What follows belongs to an exercise in optimizing a design on an open flow for small area, a short achievable clock period and few clock cycles; a production flow would make more cautious choices. The RTL was checked by simulation tests, not by an equivalence proof against the original design. Power and IR drop assume default switching activity.

==> flow/design.v (excerpt) <==
module kappa3_light_core(input         clock,
			 input 	       reset,
			 output [31:0] mem_addr,
			 output        mem_read,
			 output        mem_write,
			 output [31:0] mem_wrdata,
			 output [3:0]  mem_wrbits,
			 input [31:0]  mem_rddata);
   reg 		init;           
   reg 		m_ld, m_st;     
   reg [15:2] 	fpc;            
   reg 		e_valid;        
   wire [31:0] 	e_a, e_b;       
   reg [11:0] 	e_imm;
   reg [9:0] 	e_op;
   wire [4:0] 	e_shamt;
   reg 		e_sra, e_left;
   reg [5:0] 	e_mis;
   reg [2:0] 	e_f3;
   reg [4:0] 	e_rd;
   reg 		e_wr, e_ld, e_st, e_jalr;
   reg [15:2] 	e_altpc;
   reg [31:0] 	r_q;            
   reg [4:0] 	w_rd;           
   reg 		w_valid;        
   reg [16:0] 	maddr;
   reg 		mread;
   reg [3:0] 	wbits;
   reg [2:0] 	m_f3;
   wire 	m_next;         
   wire 	e_go_next;
   wire 	fix_a_next, fix_b_next, rf_we_next;
   wire 	fd_go_e, fd_go_f, fd_go_v;
   wire 	e_go_1, e_go_2;
   wire 	en_a, en_b, fix_a, fix_b, rf_we;
   ctlff c_fd_e(.clock(clock), .reset(reset), .d(~m_next), .q(fd_go_e));
   ctlff c_fd_f(.clock(clock), .reset(reset), .d(~m_next), .q(fd_go_f));
   ctlff c_fd_v(.clock(clock), .reset(reset), .d(~m_next), .q(fd_go_v));
   ctlff c_eg_1(.clock(clock), .reset(reset), .d(e_go_next), .q(e_go_1));
   ctlff c_eg_2(.clock(clock), .reset(reset), .d(e_go_next), .q(e_go_2));
   ctlff c_en_a(.clock(clock), .reset(reset), .d(~m_next | fix_a_next), .q(en_a));
   ctlff c_en_b(.clock(clock), .reset(reset), .d(~m_next | fix_b_next), .q(en_b));
   ctlff c_fx_a(.clock(clock), .reset(reset), .d(fix_a_next), .q(fix_a));
   ctlff c_fx_b(.clock(clock), .reset(reset), .d(fix_b_next), .q(fix_b));
   ctlff c_rfwe(.clock(clock), .reset(reset), .d(rf_we_next), .q(rf_we));
   wire [31:0] 	ir = mem_rddata;
   wire 	is_ld, is_st, is_br, is_jal, is_jalr, is_auipc;
   wire 	use_rs1, use_rs2, wr_rd, sra, pred;
   wire [31:0] 	imm_b_op;
   wire [11:0] 	imm_agu;
   wire [9:0] 	alu_op;
   wire 	inv_b;
   wire [5:0] 	mis;
  ...
For scale: ~5100 cells after synthesis, roughly 100 I/O pins, about 62000 µm² of cells after synthesis.
==> flow/config.mk <==
export PLATFORM = sky130hd
export DESIGN_NAME = kappa3_light_core
export DESIGN_NICKNAME = kappa3_light_core
export VERILOG_FILES = /design/flow/design.v
export SDC_FILE = /design/flow/constraint.sdc
export NUM_CORES = 8
export LEC_CHECK = 0
export CAP_MARGIN = 25
export CORE_MARGIN = 2
export CORE_UTILIZATION = 60
export CTS_BUF_LIST = sky130_fd_sc_hd__clkbuf_16
export CTS_CLUSTER_DIAMETER = 80
export CTS_CLUSTER_SIZE = 24
export PLACE_DENSITY = 0.7
export SLEW_MARGIN = 40
export SYNTH_HIERARCHICAL = 1
==> flow/constraint.sdc <==
create_clock -name core_clock -period 10.0 [get_ports {clock}]
set_input_delay 2.0000 -clock core_clock [delete_from_list [all_inputs] [get_ports {clock}]]
set_output_delay 2.0000 -clock core_clock [all_outputs]
set_load 0.01 [all_outputs]
standard.sh (not shown) runs the stock make flow with config.mk's settings and CLKGATE_MAP_FILE= SYNTH_SCRIPT=/design/flow/synth_recipe.tcl, a recipe that flattens the netlist after the stock synthesis.
==> flow/flow/run.sh <==
#!/bin/bash
# Layout flow: the standard synthesis (standard.sh synth, unchanged), then
# the standard ORFS steps (standard.sh) with three changes:
#  - the port buffers are buf_4 cells instead of the cell buffer_ports picks
#    by default (a slow delay cell on this platform);
#  - timing repair aims for a larger setup margin, on the worst endpoints only;
#  - clock tree synthesis inserts no dummy loads (same buffers and clustering
#    as config.mk's CTS settings).
# make's output goes to flow_synth.log and flow_layout.log, each ORFS step's
# to orfs/logs/.
set -euo pipefail
cd "$(dirname "$0")/.."
bash standard.sh synth > flow_synth.log 2>&1
bash standard.sh "BUFFER_PORTS_ARGS=-buffer_cell sky130_fd_sc_hd__buf_4" \
     SETUP_SLACK_MARGIN=6.5 TNS_END_PERCENT=5 \
     "CTS_ARGS=-sink_clustering_enable -repair_clock_nets -buf_list sky130_fd_sc_hd__clkbuf_16 -sink_clustering_size 24 -sink_clustering_max_diameter 80 -dont_use_dummy_load" \
     finish > flow_layout.log 2>&1
The starting point went through all stages and came out clean.
Testbench counts at the start, summed over its fixed seeds: cycles 653,986.
Then changed:
--- a/flow/config.mk
+++ b/flow/config.mk
@@ -14,3 +14,3 @@
 export PLACE_DENSITY = 0.7
-export SLEW_MARGIN = 40
+export SLEW_MARGIN = 25
 export SYNTH_HIERARCHICAL = 1
Result: The new run passed the timing, design-rule and antenna checks; synthesized area is unchanged; total power is lower by 0.36%; cell area is lower by 0.60%; critical path depth is higher by 5; non-clock buffer count is lower by 16; die area is unchanged; utilization is lower by 0.42 points; clock power barely changes.
Then changed:
--- a/flow/flow/run.sh
+++ b/flow/flow/run.sh
@@ -14,3 +14,3 @@
 bash standard.sh "BUFFER_PORTS_ARGS=-buffer_cell sky130_fd_sc_hd__buf_4" \
-     SETUP_SLACK_MARGIN=6.5 TNS_END_PERCENT=5 \
+     SETUP_SLACK_MARGIN=6.5 TNS_END_PERCENT=3 \
      "CTS_ARGS=-sink_clustering_enable -repair_clock_nets -buf_list sky130_fd_sc_hd__clkbuf_16 -sink_clustering_size 24 -sink_clustering_max_diameter 80 -dont_use_dummy_load" \
--- a/flow/config.mk
+++ b/flow/config.mk
@@ -14,3 +14,3 @@
 export PLACE_DENSITY = 0.7
-export SLEW_MARGIN = 25
+export SLEW_MARGIN = 40
 export SYNTH_HIERARCHICAL = 1
Sequential power fell slightly.
Global-route usage fell by 2.5 points.
Design area is about the same.
Power fell slightly.
Hold slack improved by 19 ps.
Sequential cell count does not change.
Register-to-register slack hardly moves.
Maximum frequency fell by a few percent.
First-iteration DRC count fell by a little under a tenth.
Sequential share of layout area hardly moves.
Wire length fell by a few percent.
Then changed:
--- a/flow/flow/run.sh
+++ b/flow/flow/run.sh
@@ -14,3 +14,3 @@
 bash standard.sh "BUFFER_PORTS_ARGS=-buffer_cell sky130_fd_sc_hd__buf_4" \
-     SETUP_SLACK_MARGIN=6.5 TNS_END_PERCENT=3 \
+     SETUP_SLACK_MARGIN=6.5 TNS_END_PERCENT=5 \
      "CTS_ARGS=-sink_clustering_enable -repair_clock_nets -buf_list sky130_fd_sc_hd__clkbuf_16 -sink_clustering_size 24 -sink_clustering_max_diameter 80 -dont_use_dummy_load" \
--- a/flow/config.mk
+++ b/flow/config.mk
@@ -14,3 +14,3 @@
 export PLACE_DENSITY = 0.7
-export SLEW_MARGIN = 40
+export SLEW_MARGIN = 70
 export SYNTH_HIERARCHICAL = 1
Effect:
- The changed run went through all stages and came out clean
- worst setup slack gains 150 ps
- clock power came out higher slightly
- total power goes up by a few percent
- wire length is higher by a few percent
- first-iteration DRC count goes up by a few percent
- non-clock buffer count rises by 102
- combinational power rises by a little under a tenth
- worst hold slack is worse by 6.6 ps
- die area does not change
- clock-buffer cell count went up by 1
- sequential share of layout area came out lower by 1.5 points
Then changed:
--- a/flow/config.mk
+++ b/flow/config.mk
@@ -9,3 +9,3 @@
 export CORE_MARGIN = 2
-export CORE_UTILIZATION = 60
+export CORE_UTILIZATION = 63
 export CTS_BUF_LIST = sky130_fd_sc_hd__clkbuf_16
@@ -13,4 +13,4 @@
 export CTS_CLUSTER_SIZE = 24
-export PLACE_DENSITY = 0.7
-export SLEW_MARGIN = 70
+export PLACE_DENSITY = 0.72
+export SLEW_MARGIN = 40
 export SYNTH_HIERARCHICAL = 1
Sequential cell count stays the same.
Via count falls by 2.4%.
Non-clock buffer count went down by 105.
Power goes down by about 1.8%.
Utilization climbs by 1.6 points.
Die area fell by 4.7%.
Count of clock-buffer cells in the layout stays the same.
First-iteration DRC count drops by 2.0%.
Cell count decreases by about 3%.
Then changed:
--- a/flow/flow/run.sh
+++ b/flow/flow/run.sh
@@ -14,3 +14,3 @@
 bash standard.sh "BUFFER_PORTS_ARGS=-buffer_cell sky130_fd_sc_hd__buf_4" \
-     SETUP_SLACK_MARGIN=6.5 TNS_END_PERCENT=5 \
+     SETUP_SLACK_MARGIN=6.25 TNS_END_PERCENT=5 \
      "CTS_ARGS=-sink_clustering_enable -repair_clock_nets -buf_list sky130_fd_sc_hd__clkbuf_16 -sink_clustering_size 24 -sink_clustering_max_diameter 80 -dont_use_dummy_load" \
--- a/flow/config.mk
+++ b/flow/config.mk
@@ -9,3 +9,3 @@
 export CORE_MARGIN = 2
-export CORE_UTILIZATION = 63
+export CORE_UTILIZATION = 60
 export CTS_BUF_LIST = sky130_fd_sc_hd__clkbuf_16
@@ -13,3 +13,3 @@
 export CTS_CLUSTER_SIZE = 24
-export PLACE_DENSITY = 0.72
+export PLACE_DENSITY = 0.7
 export SLEW_MARGIN = 40
Effect: Area after synthesis stays the same; setup slack loses 95 ps; wire length fell by 2.2%; worst hold slack gains 24 ps; global-route usage fell by 3.0 points; final area fell by 1.5%; combinational power fell by about 2%; utilization fell by 4.6 points; final cell count rose by 0.83%; power fell by 1.6%; first-iteration DRC count fell by 7.1%.

## run 1
Starting RTL as in the previous note.
Settings: LEC_CHECK=0, CAP_MARGIN=25, CORE_MARGIN=2, CORE_UTILIZATION=55, CTS_BUF_LIST=sky130_fd_sc_hd__clkbuf_16, CTS_CLUSTER_DIAMETER=80, CTS_CLUSTER_SIZE=24, PLACE_DENSITY=0.66, SLEW_MARGIN=25, SYNTH_HIERARCHICAL=1; clock period 10.0 ns.
==> flow/flow/run.sh <==
#!/bin/bash
# Layout flow: the standard synthesis (standard.sh synth, unchanged), then
# the standard ORFS steps (standard.sh) with three changes:
#  - the port buffers are buf_4 cells instead of the cell buffer_ports picks
#    by default (a slow delay cell on this platform);
#  - timing repair aims for a larger setup margin, on the worst endpoints only;
#  - clock tree synthesis inserts no dummy loads (same buffers and clustering
#    as config.mk's CTS settings).
# make's output goes to flow_synth.log and flow_layout.log, each ORFS step's
# to orfs/logs/.
set -euo pipefail
cd "$(dirname "$0")/.."
bash standard.sh synth > flow_synth.log 2>&1
bash standard.sh "BUFFER_PORTS_ARGS=-buffer_cell sky130_fd_sc_hd__buf_4" \
     SETUP_SLACK_MARGIN=6.5 TNS_END_PERCENT=5 \
     "CTS_ARGS=-sink_clustering_enable -repair_clock_nets -buf_list sky130_fd_sc_hd__clkbuf_16 -sink_clustering_size 24 -sink_clustering_max_diameter 80 -dont_use_dummy_load" \
     finish > flow_layout.log 2>&1
Run 1 has completed all stages; timing, DRC and antenna checks passed.
Testbench counts of run 1, summed over its fixed seeds: cycles 653,986.
Modified inputs, run 2 compared to run 1
- SLEW_MARGIN: 25 -> 40
- PLACE_DENSITY: 0.66 -> 0.7
- CORE_UTILIZATION: 55 -> 60
- CAP_MARGIN: 25 -> 35
- Critical path depth was lower in run 2 than in run 1.
- Looking at sequential power, run 2 sits above run 1.
- Between run 1 and run 2, the flow reports area of the multi-input gates increasing by a few percent.
- Run 1 → run 2: overall die width decreased about 4%, arrival time at the worst endpoint has decreased, wire length barely changed, worst setup slack climbed 0.14 ns.
diff inputs: run 2 => run 3
- SLEW_MARGIN: 40 -> 55
- CAP_MARGIN: 35 -> 25
==> notes.md <==
Comparing run 2 and run 3, the higher final cycle utilization of the critical path was measured on run 3. Run 3: PASS, flow complete, no timing, DRC or antenna violations. Changes observed in run 3 relative to run 2: transition time of the tightest slew-check pin now smaller; total power now smaller.

==> afterwards: timing with drivers on the ports <==
How much do the figures lean on ideal ports? The routed layouts below were timed once more, with nothing changed but the port constraints.
Step 1 (the two cells are an assumption about what drives the block):
set clk [get_ports {clock}]
set_driving_cell -lib_cell sky130_fd_sc_hd__clkbuf_16 $clk
set_driving_cell -lib_cell sky130_fd_sc_hd__buf_2 [delete_from_list [all_inputs] $clk]
Step 2 adds t to the input delays and takes it off the output delays; t is the mean of the earliest and latest rising clock arrival at the registers after step 1. Input paths then give back, and output paths get back, about the clock's delay inside the block.
a / b / c = no drivers / after step 1 / after step 2; a / b = the first two.
run	t, ns	slack for setup (ns)	latest minus earliest clock arrival (ns)	worst data-port slew with drivers (ns)	pins driven straight from the clock port
the first run of note 1	0.780	6.185 / 6.219 / 5.439	0.123 / 0.124	0.06	1
the second run of note 1	0.791	6.106 / 6.106 / 5.448	0.113 / 0.114	0.07	1
the third run of note 1	0.761	6.020 / 6.051 / 5.290	0.128 / 0.128	0.09	1
the fourth run of note 1	0.793	6.175 / 6.203 / 5.410	0.156 / 0.155	0.13	1
the fifth run of note 1	0.776	6.104 / 6.123 / 5.347	0.140 / 0.140	0.07	1
the sixth run of note 1	0.775	6.009 / 6.055 / 5.280	0.117 / 0.118	0.05	1
run 1	0.761	6.049 / 6.049 / 5.306	0.144 / 0.145	0.23	1
run 2	0.780	6.185 / 6.219 / 5.439	0.123 / 0.124	0.06	1
run 3	0.783	6.168 / 6.191 / 5.407	0.121 / 0.121	0.16	1
After both steps setup and hold are still met in every run listed. For the fourth run of note 1, which loses most, drivers alone change the setup slack by +0.028 ns; drivers and shift together by -0.765 ns.
